Background: an optimization exercise with open tools, aiming at small area and a short achievable clock period. Do not read the settings as production practice. At most, simulation tests tie the RTL to the original design; equivalence was not proved.

==> run a: inputs <==
// mbox
module mbox(clk, rst, op1, op2, mdsel, out);
  parameter XLEN = 32;
  input logic clk;
  input logic rst;
  input logic [(XLEN/2)-1:0] op1;
  input logic [(XLEN/2)-1:0] op2;
  input logic mdsel;
  output logic [XLEN-1:0] out;
  logic [15:0] a_n, b_n;    
  c_inv u1 (.a(op1[0]), .y(a_n[0]));
  c_inv u2 (.a(op2[0]), .y(b_n[0]));
  c_inv u3 (.a(op1[1]), .y(a_n[1]));
  c_inv u4 (.a(op2[1]), .y(b_n[1]));
  c_inv u5 (.a(op1[2]), .y(a_n[2]));
  c_inv u6 (.a(op2[2]), .y(b_n[2]));
  c_inv u7 (.a(op1[3]), .y(a_n[3]));
  c_inv u8 (.a(op2[3]), .y(b_n[3]));
  c_inv u9 (.a(op1[4]), .y(a_n[4]));
  c_inv u10 (.a(op2[4]), .y(b_n[4]));
  c_inv u11 (.a(op1[5]), .y(a_n[5]));
  c_inv u12 (.a(op2[5]), .y(b_n[5]));
  c_inv u13 (.a(op1[6]), .y(a_n[6]));
  c_inv u14 (.a(op2[6]), .y(b_n[6]));
  c_inv u15 (.a(op1[7]), .y(a_n[7]));
  c_inv u16 (.a(op2[7]), .y(b_n[7]));
  c_inv u17 (.a(op1[8]), .y(a_n[8]));
  c_inv u18 (.a(op2[8]), .y(b_n[8]));
  c_inv u19 (.a(op1[9]), .y(a_n[9]));
  c_inv u20 (.a(op2[9]), .y(b_n[9]));
  ...
Settings: LEC_CHECK=0, ABC_AREA=1, CAP_MARGIN=20, CORE_MARGIN=2, CORE_UTILIZATION=65, SLEW_MARGIN=20, SYNTH_HIERARCHICAL=1, SYNTH_MINIMUM_KEEP_SIZE=0; clock period 125.0 ns.
run.sh (not shown) runs the stock make flow with config.mk's settings and CLKGATE_MAP_FILE= SYNTH_SCRIPT=/design/flow/synth_recipe.tcl, a recipe that flattens the netlist after the stock synthesis.
==> run b (differences from run a) <==
==> flow/flow/run.sh (new file) <==
#!/bin/bash
# The standard layout with two changes:
#  - synthesis maps the logic with ABC using flow/abc.script (a yosys tcl
#    wrapper swaps the script; the rest of the standard synthesis is unchanged);
#  - plain buffers (buf_2) on the ports instead of the delay cell that
#    buffer_ports picks by default. Every port still gets a buffer.
set -euo pipefail
W=$(pwd)
cat > "$W/my_synth.tcl" <<EOT
proc abc {args} {
  set i [lsearch -exact \$args -script]
  if { \$i >= 0 } { lset args [expr {\$i+1}] $W/flow/abc.script }
  yosys abc {*}\$args
}
source $W/synth_recipe.tcl
EOT
sed "s#$W/synth_recipe.tcl#$W/my_synth.tcl#g" standard.sh > my_standard.sh
grep -q my_synth.tcl my_standard.sh
export SETUP_SLACK_MARGIN=87
export BUFFER_PORTS_ARGS="-buffer_cell sky130_fd_sc_hd__buf_2"
bash my_standard.sh > standard.log 2>&1
==> flow/flow/abc.script (new file) <==
strash
dch
map
topo
stime -c
buffer -c
upsize -c
dnsize -c
==> flow/standard.sh (new file) <==
#!/bin/bash
# synth_recipe.tcl (not shown) runs the flow's synth.tcl, then flattens the netlist and writes it again
# the make line also repeats each setting of config.mk as NAME=value (left out here)
make -C /OpenROAD-flow-scripts/flow DESIGN_CONFIG=/design/flow/config.mk WORK_HOME=/design/flow/orfs CLKGATE_MAP_FILE= SYNTH_SCRIPT=/design/flow/synth_recipe.tcl "${@:-finish}"
removed: flow/run.sh
==> run summary <==
Status: run b timing/DRC/antenna clean; run a timing/DRC/antenna clean
Post-Place Cells: run b 2104; run a 2193
Post-synthesis net count: run b 2103; run a 2177
RSZ-0062 raised after global routing: run b yes; run a no
Portion of the clock cycle consumed by the worst path in the final layout: run b 0.350; run a 0.347
Crit path buf inv count: run b 4; run a 27
Maximum clock rate: run b 22.8 MHz; run a 23.0 MHz
Met2 capacity usage during global routing: run b 0.686; run a 0.609
Placer congestion estimate: run b 0.914; run a 0.913
Origin of the worst setup path: run b op2[15]; run a op2[8]
Count of plain and timing-repair buffers: run b 283; run a 78
Unique masters post-synth: run b 71; run a 55
Total number of vias: run b 14700; run a 12200
Final Instance Count excl. Fillers: run b 2329; run a 2201
Sequential fraction of total cell area: run b 0.0378; run a 0.0439
Mean area per synthesized cell: run b 7.44 um^2; run a 7.32 um^2
Clock period minus final worst setup slack: run b 43.78 ns; run a 43.38 ns
Placed cell areas: run b 13900 um^2; run a 14400 um^2
Via-to-Cell Ratio: run b 6.32; run a 5.53

========
==> inputs of job 1933 <==
Starting RTL as in the previous note.
==> flow/config.mk <==
export PLATFORM = sky130hd
export DESIGN_NAME = mbox
export DESIGN_NICKNAME = mbox
export VERILOG_FILES = /design/flow/design.v
export SDC_FILE = /design/flow/constraint.sdc
export NUM_CORES = 4
export LEC_CHECK = 0
export ABC_AREA = 1
export CAP_MARGIN = 20
export CORE_MARGIN = 2
export CORE_UTILIZATION = 65
export SLEW_MARGIN = 20
export SYNTH_HIERARCHICAL = 1
export SYNTH_MINIMUM_KEEP_SIZE = 0
==> flow/constraint.sdc <==
create_clock -name core_clock -period 125.0 [get_ports {clk}]
set_input_delay 25.0000 -clock core_clock [delete_from_list [all_inputs] [get_ports {clk}]]
set_output_delay 25.0000 -clock core_clock [all_outputs]
set_load 0.01 [all_outputs]
standard.sh (not shown) runs the stock make flow with config.mk's settings and CLKGATE_MAP_FILE= SYNTH_SCRIPT=/design/flow/synth_recipe.tcl, a recipe that flattens the netlist after the stock synthesis.
==> flow/flow/run.sh <==
#!/bin/bash
# The standard layout with two changes:
#  - synthesis maps the logic with ABC using flow/abc.script (a yosys tcl
#    wrapper swaps the script; the rest of the standard synthesis is unchanged);
#  - plain buffers (buf_2) on the ports instead of the delay cell that
#    buffer_ports picks by default. Every port still gets a buffer.
set -euo pipefail
W=$(pwd)
cat > "$W/my_synth.tcl" <<EOT
proc abc {args} {
  set i [lsearch -exact \$args -script]
  if { \$i >= 0 } { lset args [expr {\$i+1}] $W/flow/abc.script }
  yosys abc {*}\$args
}
source $W/synth_recipe.tcl
EOT
sed "s#$W/synth_recipe.tcl#$W/my_synth.tcl#g" standard.sh > my_standard.sh
grep -q my_synth.tcl my_standard.sh
export BUFFER_PORTS_ARGS="-buffer_cell sky130_fd_sc_hd__buf_2"
bash my_standard.sh > standard.log 2>&1
==> flow/flow/abc.script <==
strash
dch
map -D 14000
topo
stime -c
buffer -c
upsize -c -D 14000
dnsize -c -D 14000
==> job 2996 (differences from job 1933) <==
==> flow/flow/abc.script (replaced) <==
strash
dch
map -D 14000
topo
stime -c
upsize -c -D 14000
dnsize -c -D 14000
==> flow_summary.yaml <==
status:
  outcome: "timing/DRC/antenna clean"
sta:
  min_period_ps: 42270
  worst_slack_ps: 82730
Source of the figures above: job 2996

==> flow_summary.yaml <==
status:
  outcome: "timing/DRC/antenna clean"
sta:
  min_period_ps: 42230
  worst_slack_ps: 82770
detailed_routing:
  drtIter0Drc: 745
yosys:
  syn_inst: 1805
  yosysMostFrequentCell: "nand2_1"
Source of the figures above: job 1933


========
==> inputs of run F <==
mbox, a different RTL version from the one above (not shown whole).
clock: 125.0 ns
lec_check: 0
abc_area: 1
cap_margin: 20
core_margin: 2
core_utilization: 65
slew_margin: 20
synth_hierarchical: 1
synth_minimum_keep_size: 0
==> flow/flow/abc.script <==
strash
dch
map -D 15000
topo
stime -c
buffer -c
upsize -c -D 15000
dnsize -c -D 15000
Scripts as last shown in full above: flow/flow/run.sh
==> inputs of run P, as changes to run F <==
--- a/flow/design.v
+++ b/flow/design.v
@@ -14,15 +14,14 @@
   assign co = (a & b) | (c & (a | b));
 endmodule
 module c_ha (input logic a, input logic b, output logic s, output logic co);
   assign s  = a ^ b;
   assign co = a & b;
 endmodule
 module mb_div (input logic [15:0] n, input logic [15:0] d,
-               input logic [15:0] dnh, input logic [15:0] dnl,
                output logic [15:0] q, output logic dz);
   localparam N = 16;
   logic [N:0] hz;      
   assign hz[N] = 1'b1;
   genvar j, k;
   generate
     for (j = N-1; j >= 0; j = j - 1) begin : g_hz
@@ -41,15 +40,15 @@
         assign t = {rem[W-1][W-2:0], n[k]};
       end else begin : g_t1
         assign t = n[k];
       end
       assign cy[0] = 1'b1;
       for (j = 0; j < W; j = j + 1) begin : g_bit
         logic nb;
-        assign nb = (k >= 8) ? dnh[j] : dnl[j];
+        assign nb = ~d[j];
         assign dx[j] = nb ^ cy[j];
         assign cy[j+1] = (t[j] & nb) | (cy[j] & (t[j] | nb));
       end
       assign q[k] = hz[W] & cy[W];
       if (k > 0) begin : g_rem
         assign rem[W] = {{(N-W){1'b0}}, (t ^ ({W{q[k]}} & dx))};
       end else begin : g_last
@@ -648,48 +647,15 @@
   c_fa u538 (.a(ms[15][12]), .b(mc[15][11]), .c(fc[11]), .s(prod[27]), .co(fc[12]));
   c_fa u539 (.a(ms[15][13]), .b(mc[15][12]), .c(fc[12]), .s(prod[28]), .co(fc[13]));
   c_fa u540 (.a(ms[15][14]), .b(mc[15][13]), .c(fc[13]), .s(prod[29]), .co(fc[14]));
   c_fa u541 (.a(ms[15][15]), .b(mc[15][14]), .c(fc[14]), .s(prod[30]), .co(fc[15]));
   c_xor2 u542 (.a(mc[15][15]), .b(fc[15]), .y(prod[31]));
   logic [15:0] quo;
   logic dz;
-  logic [15:0] dnh, dnl;
-  c_inv u543 (.a(op2[0]), .y(dnh[0]));
-  c_inv u544 (.a(op2[0]), .y(dnl[0]));
-  c_inv u545 (.a(op2[1]), .y(dnh[1]));
-  c_inv u546 (.a(op2[1]), .y(dnl[1]));
-  c_inv u547 (.a(op2[2]), .y(dnh[2]));
-  c_inv u548 (.a(op2[2]), .y(dnl[2]));
-  c_inv u549 (.a(op2[3]), .y(dnh[3]));
-  c_inv u550 (.a(op2[3]), .y(dnl[3]));
-  c_inv u551 (.a(op2[4]), .y(dnh[4]));
-  c_inv u552 (.a(op2[4]), .y(dnl[4]));
-  c_inv u553 (.a(op2[5]), .y(dnh[5]));
-  c_inv u554 (.a(op2[5]), .y(dnl[5]));
-  c_inv u555 (.a(op2[6]), .y(dnh[6]));
-  c_inv u556 (.a(op2[6]), .y(dnl[6]));
-  c_inv u557 (.a(op2[7]), .y(dnh[7]));
-  c_inv u558 (.a(op2[7]), .y(dnl[7]));
-  c_inv u559 (.a(op2[8]), .y(dnh[8]));
-  c_inv u560 (.a(op2[8]), .y(dnl[8]));
-  c_inv u561 (.a(op2[9]), .y(dnh[9]));
-  c_inv u562 (.a(op2[9]), .y(dnl[9]));
-  c_inv u563 (.a(op2[10]), .y(dnh[10]));
-  c_inv u564 (.a(op2[10]), .y(dnl[10]));
-  c_inv u565 (.a(op2[11]), .y(dnh[11]));
-  c_inv u566 (.a(op2[11]), .y(dnl[11]));
-  c_inv u567 (.a(op2[12]), .y(dnh[12]));
-  c_inv u568 (.a(op2[12]), .y(dnl[12]));
-  c_inv u569 (.a(op2[13]), .y(dnh[13]));
-  c_inv u570 (.a(op2[13]), .y(dnl[13]));
-  c_inv u571 (.a(op2[14]), .y(dnh[14]));
-  c_inv u572 (.a(op2[14]), .y(dnl[14]));
-  c_inv u573 (.a(op2[15]), .y(dnh[15]));
-  c_inv u574 (.a(op2[15]), .y(dnl[15]));
-  mb_div u_div (.n(op1), .d(op2), .dnh(dnh), .dnl(dnl), .q(quo), .dz(dz));
+  mb_div u_div (.n(op1), .d(op2), .q(quo), .dz(dz));
   always @(posedge clk) begin
     if (rst)
       out <= 0;
     else if (mdsel == 0)
       out <= prod;
     else
       out <= {{16{dz}}, quo};
--- a/flow/flow/run.sh
+++ b/flow/flow/run.sh
@@ -12,9 +12,10 @@
   if { \$i >= 0 } { lset args [expr {\$i+1}] $W/flow/abc.script }
   yosys abc {*}\$args
 }
 source $W/synth_recipe.tcl
 EOT
 sed "s#$W/synth_recipe.tcl#$W/my_synth.tcl#g" standard.sh > my_standard.sh
 grep -q my_synth.tcl my_standard.sh
+export SETUP_SLACK_MARGIN=82
 export BUFFER_PORTS_ARGS="-buffer_cell sky130_fd_sc_hd__buf_2"
 bash my_standard.sh > standard.log 2>&1
==> flow/flow/abc.script (replaced) <==
strash
dch
map
topo
stime -c
buffer -c
upsize -c
dnsize -c
==> inputs of run R, as changes to run F <==
--- a/flow/design.v
+++ b/flow/design.v
@@ -14,15 +14,14 @@
   assign co = (a & b) | (c & (a | b));
 endmodule
 module c_ha (input logic a, input logic b, output logic s, output logic co);
   assign s  = a ^ b;
   assign co = a & b;
 endmodule
 module mb_div (input logic [15:0] n, input logic [15:0] d,
-               input logic [15:0] dnh, input logic [15:0] dnl,
                output logic [15:0] q, output logic dz);
   localparam N = 16;
   logic [N:0] hz;      
   assign hz[N] = 1'b1;
   genvar j, k;
   generate
     for (j = N-1; j >= 0; j = j - 1) begin : g_hz
@@ -41,15 +40,15 @@
         assign t = {rem[W-1][W-2:0], n[k]};
       end else begin : g_t1
         assign t = n[k];
       end
       assign cy[0] = 1'b1;
       for (j = 0; j < W; j = j + 1) begin : g_bit
         logic nb;
-        assign nb = (k >= 8) ? dnh[j] : dnl[j];
+        assign nb = ~d[j];
         assign dx[j] = nb ^ cy[j];
         assign cy[j+1] = (t[j] & nb) | (cy[j] & (t[j] | nb));
       end
       assign q[k] = hz[W] & cy[W];
       if (k > 0) begin : g_rem
         assign rem[W] = {{(N-W){1'b0}}, (t ^ ({W{q[k]}} & dx))};
       end else begin : g_last
@@ -648,48 +647,15 @@
   c_fa u538 (.a(ms[15][12]), .b(mc[15][11]), .c(fc[11]), .s(prod[27]), .co(fc[12]));
   c_fa u539 (.a(ms[15][13]), .b(mc[15][12]), .c(fc[12]), .s(prod[28]), .co(fc[13]));
   c_fa u540 (.a(ms[15][14]), .b(mc[15][13]), .c(fc[13]), .s(prod[29]), .co(fc[14]));
   c_fa u541 (.a(ms[15][15]), .b(mc[15][14]), .c(fc[14]), .s(prod[30]), .co(fc[15]));
   c_xor2 u542 (.a(mc[15][15]), .b(fc[15]), .y(prod[31]));
   logic [15:0] quo;
   logic dz;
-  logic [15:0] dnh, dnl;
-  c_inv u543 (.a(op2[0]), .y(dnh[0]));
-  c_inv u544 (.a(op2[0]), .y(dnl[0]));
-  c_inv u545 (.a(op2[1]), .y(dnh[1]));
-  c_inv u546 (.a(op2[1]), .y(dnl[1]));
-  c_inv u547 (.a(op2[2]), .y(dnh[2]));
-  c_inv u548 (.a(op2[2]), .y(dnl[2]));
-  c_inv u549 (.a(op2[3]), .y(dnh[3]));
-  c_inv u550 (.a(op2[3]), .y(dnl[3]));
-  c_inv u551 (.a(op2[4]), .y(dnh[4]));
-  c_inv u552 (.a(op2[4]), .y(dnl[4]));
-  c_inv u553 (.a(op2[5]), .y(dnh[5]));
-  c_inv u554 (.a(op2[5]), .y(dnl[5]));
-  c_inv u555 (.a(op2[6]), .y(dnh[6]));
-  c_inv u556 (.a(op2[6]), .y(dnl[6]));
-  c_inv u557 (.a(op2[7]), .y(dnh[7]));
-  c_inv u558 (.a(op2[7]), .y(dnl[7]));
-  c_inv u559 (.a(op2[8]), .y(dnh[8]));
-  c_inv u560 (.a(op2[8]), .y(dnl[8]));
-  c_inv u561 (.a(op2[9]), .y(dnh[9]));
-  c_inv u562 (.a(op2[9]), .y(dnl[9]));
-  c_inv u563 (.a(op2[10]), .y(dnh[10]));
-  c_inv u564 (.a(op2[10]), .y(dnl[10]));
-  c_inv u565 (.a(op2[11]), .y(dnh[11]));
-  c_inv u566 (.a(op2[11]), .y(dnl[11]));
-  c_inv u567 (.a(op2[12]), .y(dnh[12]));
-  c_inv u568 (.a(op2[12]), .y(dnl[12]));
-  c_inv u569 (.a(op2[13]), .y(dnh[13]));
-  c_inv u570 (.a(op2[13]), .y(dnl[13]));
-  c_inv u571 (.a(op2[14]), .y(dnh[14]));
-  c_inv u572 (.a(op2[14]), .y(dnl[14]));
-  c_inv u573 (.a(op2[15]), .y(dnh[15]));
-  c_inv u574 (.a(op2[15]), .y(dnl[15]));
-  mb_div u_div (.n(op1), .d(op2), .dnh(dnh), .dnl(dnl), .q(quo), .dz(dz));
+  mb_div u_div (.n(op1), .d(op2), .q(quo), .dz(dz));
   always @(posedge clk) begin
     if (rst)
       out <= 0;
     else if (mdsel == 0)
       out <= prod;
     else
       out <= {{16{dz}}, quo};
==> inputs of run D, as changes to run F <==
--- a/flow/design.v
+++ b/flow/design.v
@@ -14,15 +14,14 @@
   assign co = (a & b) | (c & (a | b));
 endmodule
 module c_ha (input logic a, input logic b, output logic s, output logic co);
   assign s  = a ^ b;
   assign co = a & b;
 endmodule
 module mb_div (input logic [15:0] n, input logic [15:0] d,
-               input logic [15:0] dnh, input logic [15:0] dnl,
                output logic [15:0] q, output logic dz);
   localparam N = 16;
   logic [N:0] hz;      
   assign hz[N] = 1'b1;
   genvar j, k;
   generate
     for (j = N-1; j >= 0; j = j - 1) begin : g_hz
@@ -41,15 +40,15 @@
         assign t = {rem[W-1][W-2:0], n[k]};
       end else begin : g_t1
         assign t = n[k];
       end
       assign cy[0] = 1'b1;
       for (j = 0; j < W; j = j + 1) begin : g_bit
         logic nb;
-        assign nb = (k >= 8) ? dnh[j] : dnl[j];
+        assign nb = ~d[j];
         assign dx[j] = nb ^ cy[j];
         assign cy[j+1] = (t[j] & nb) | (cy[j] & (t[j] | nb));
       end
       assign q[k] = hz[W] & cy[W];
       if (k > 0) begin : g_rem
         assign rem[W] = {{(N-W){1'b0}}, (t ^ ({W{q[k]}} & dx))};
       end else begin : g_last
@@ -648,48 +647,15 @@
   c_fa u538 (.a(ms[15][12]), .b(mc[15][11]), .c(fc[11]), .s(prod[27]), .co(fc[12]));
   c_fa u539 (.a(ms[15][13]), .b(mc[15][12]), .c(fc[12]), .s(prod[28]), .co(fc[13]));
   c_fa u540 (.a(ms[15][14]), .b(mc[15][13]), .c(fc[13]), .s(prod[29]), .co(fc[14]));
   c_fa u541 (.a(ms[15][15]), .b(mc[15][14]), .c(fc[14]), .s(prod[30]), .co(fc[15]));
   c_xor2 u542 (.a(mc[15][15]), .b(fc[15]), .y(prod[31]));
   logic [15:0] quo;
   logic dz;
-  logic [15:0] dnh, dnl;
-  c_inv u543 (.a(op2[0]), .y(dnh[0]));
-  c_inv u544 (.a(op2[0]), .y(dnl[0]));
-  c_inv u545 (.a(op2[1]), .y(dnh[1]));
-  c_inv u546 (.a(op2[1]), .y(dnl[1]));
-  c_inv u547 (.a(op2[2]), .y(dnh[2]));
-  c_inv u548 (.a(op2[2]), .y(dnl[2]));
-  c_inv u549 (.a(op2[3]), .y(dnh[3]));
-  c_inv u550 (.a(op2[3]), .y(dnl[3]));
-  c_inv u551 (.a(op2[4]), .y(dnh[4]));
-  c_inv u552 (.a(op2[4]), .y(dnl[4]));
-  c_inv u553 (.a(op2[5]), .y(dnh[5]));
-  c_inv u554 (.a(op2[5]), .y(dnl[5]));
-  c_inv u555 (.a(op2[6]), .y(dnh[6]));
-  c_inv u556 (.a(op2[6]), .y(dnl[6]));
-  c_inv u557 (.a(op2[7]), .y(dnh[7]));
-  c_inv u558 (.a(op2[7]), .y(dnl[7]));
-  c_inv u559 (.a(op2[8]), .y(dnh[8]));
-  c_inv u560 (.a(op2[8]), .y(dnl[8]));
-  c_inv u561 (.a(op2[9]), .y(dnh[9]));
-  c_inv u562 (.a(op2[9]), .y(dnl[9]));
-  c_inv u563 (.a(op2[10]), .y(dnh[10]));
-  c_inv u564 (.a(op2[10]), .y(dnl[10]));
-  c_inv u565 (.a(op2[11]), .y(dnh[11]));
-  c_inv u566 (.a(op2[11]), .y(dnl[11]));
-  c_inv u567 (.a(op2[12]), .y(dnh[12]));
-  c_inv u568 (.a(op2[12]), .y(dnl[12]));
-  c_inv u569 (.a(op2[13]), .y(dnh[13]));
-  c_inv u570 (.a(op2[13]), .y(dnl[13]));
-  c_inv u571 (.a(op2[14]), .y(dnh[14]));
-  c_inv u572 (.a(op2[14]), .y(dnl[14]));
-  c_inv u573 (.a(op2[15]), .y(dnh[15]));
-  c_inv u574 (.a(op2[15]), .y(dnl[15]));
-  mb_div u_div (.n(op1), .d(op2), .dnh(dnh), .dnl(dnl), .q(quo), .dz(dz));
+  mb_div u_div (.n(op1), .d(op2), .q(quo), .dz(dz));
   always @(posedge clk) begin
     if (rst)
       out <= 0;
     else if (mdsel == 0)
       out <= prod;
     else
       out <= {{16{dz}}, quo};
==> flow/flow/abc.script (replaced) <==
strash
dch
map
topo
stime -c
buffer -c
upsize -c
dnsize -c
==> comparison table <==
quantity	run D	run R	run P	run F
Std-Cell Core Area	20300 sq um	19500 sq um	20300 sq um	20800 sq um
Slew at the pin closest to its max-slew limit	0.820 ns	0.755 ns	0.862 ns	0.758 ns
Clk pin slew, worst setup/hold paths	0.07 ns	0.07 ns	0.07 ns	0.06 ns
Status	timing/DRC/antenna clean	timing/DRC/antenna clean	timing/DRC/antenna clean	timing/DRC/antenna clean
Metal2 WL	17.8 mm	16.9 mm	19.4 mm	17.4 mm
Final routed wirelength across all metal layers	33.6 mm	32.7 mm	36.1 mm	34.1 mm
Clock-cell share of area	0.0103	0.0109	0.00943	0.0102
Async set-or-reset flop fraction in the synthesized netlist	0	0	0	-
WP data required	125.16 ns	125.17 ns	125.16 ns	125.17 ns
Number of cell rows	52	51	52	53
Area of the multi-input gates	11800 sq um	11500 sq um	12400 sq um	11800 sq um
WP data arrival	42.88 ns	43.83 ns	42.33 ns	43.42 ns
Number of synthesized flops with an enable pin	0	0	0	-
Fraction of layout instances using a drive strength above 1	0.124	0.120	0.206	0.126
First-pass GRT wire length	58.3 mm	56.0 mm	58.3 mm	58.0 mm
Function not checked in run F: the RTL went through the layout flow alone.

-- port drivers added, routing unchanged --
The flow's constraints put no driver on any port. The routed layouts listed below were extracted and timed again, unchanged, in two steps.
Step 1, drivers: a clkbuf_16 drives clk and a buf_2 each remaining input, both assumed.
Step 2 times the ports against the registers' clock, not the clock port: input delays grow and output delays shrink by t, the midpoint of the rising clock arrivals with the driver on.
Slacks: no drivers / after step 1 / after step 2; pairs: no drivers / after step 1.
run | t (ns) | setup WS [ns] | hold WS [ns] | clock arrival spread, ns | worst data-port slew with drivers (ns)
run a | 0.332 | 81.615 / 81.610 / 81.278 | 25.467 / 25.455 / 25.756 | 0.008 / 0.008 | 0.07
run b | 0.332 | 81.225 / 81.225 / 80.894 | 25.070 / 25.059 / 25.391 | 0.013 / 0.013 | 0.20
job 1933 | 0.336 | 82.767 / 82.784 / 82.448 | 25.073 / 25.054 / 25.389 | 0.021 / 0.021 | 0.03
job 2996 | 0.349 | 82.726 / 82.750 / 82.401 | 25.059 / 25.035 / 25.384 | 0.008 / 0.008 | 0.07
run F | 0.332 | 81.758 / 81.779 / 81.447 | 25.070 / 25.049 / 25.381 | 0.008 / 0.008 | 0.06
run P | 0.331 | 82.831 / 82.817 / 82.486 | 25.080 / 25.068 / 25.399 | 0.012 / 0.011 | 0.06
run R | 0.335 | 81.338 / 81.357 / 81.022 | 25.069 / 25.053 / 25.388 | 0.017 / 0.016 | 0.07
run D | 0.330 | 82.277 / 82.287 / 81.957 | 25.079 / 25.067 / 25.396 | 0.011 / 0.011 | 0.03
After both steps every run listed still meets setup and hold. For run P, which loses most, drivers alone change the setup slack by -0.014 ns; drivers and shift together by -0.345 ns.
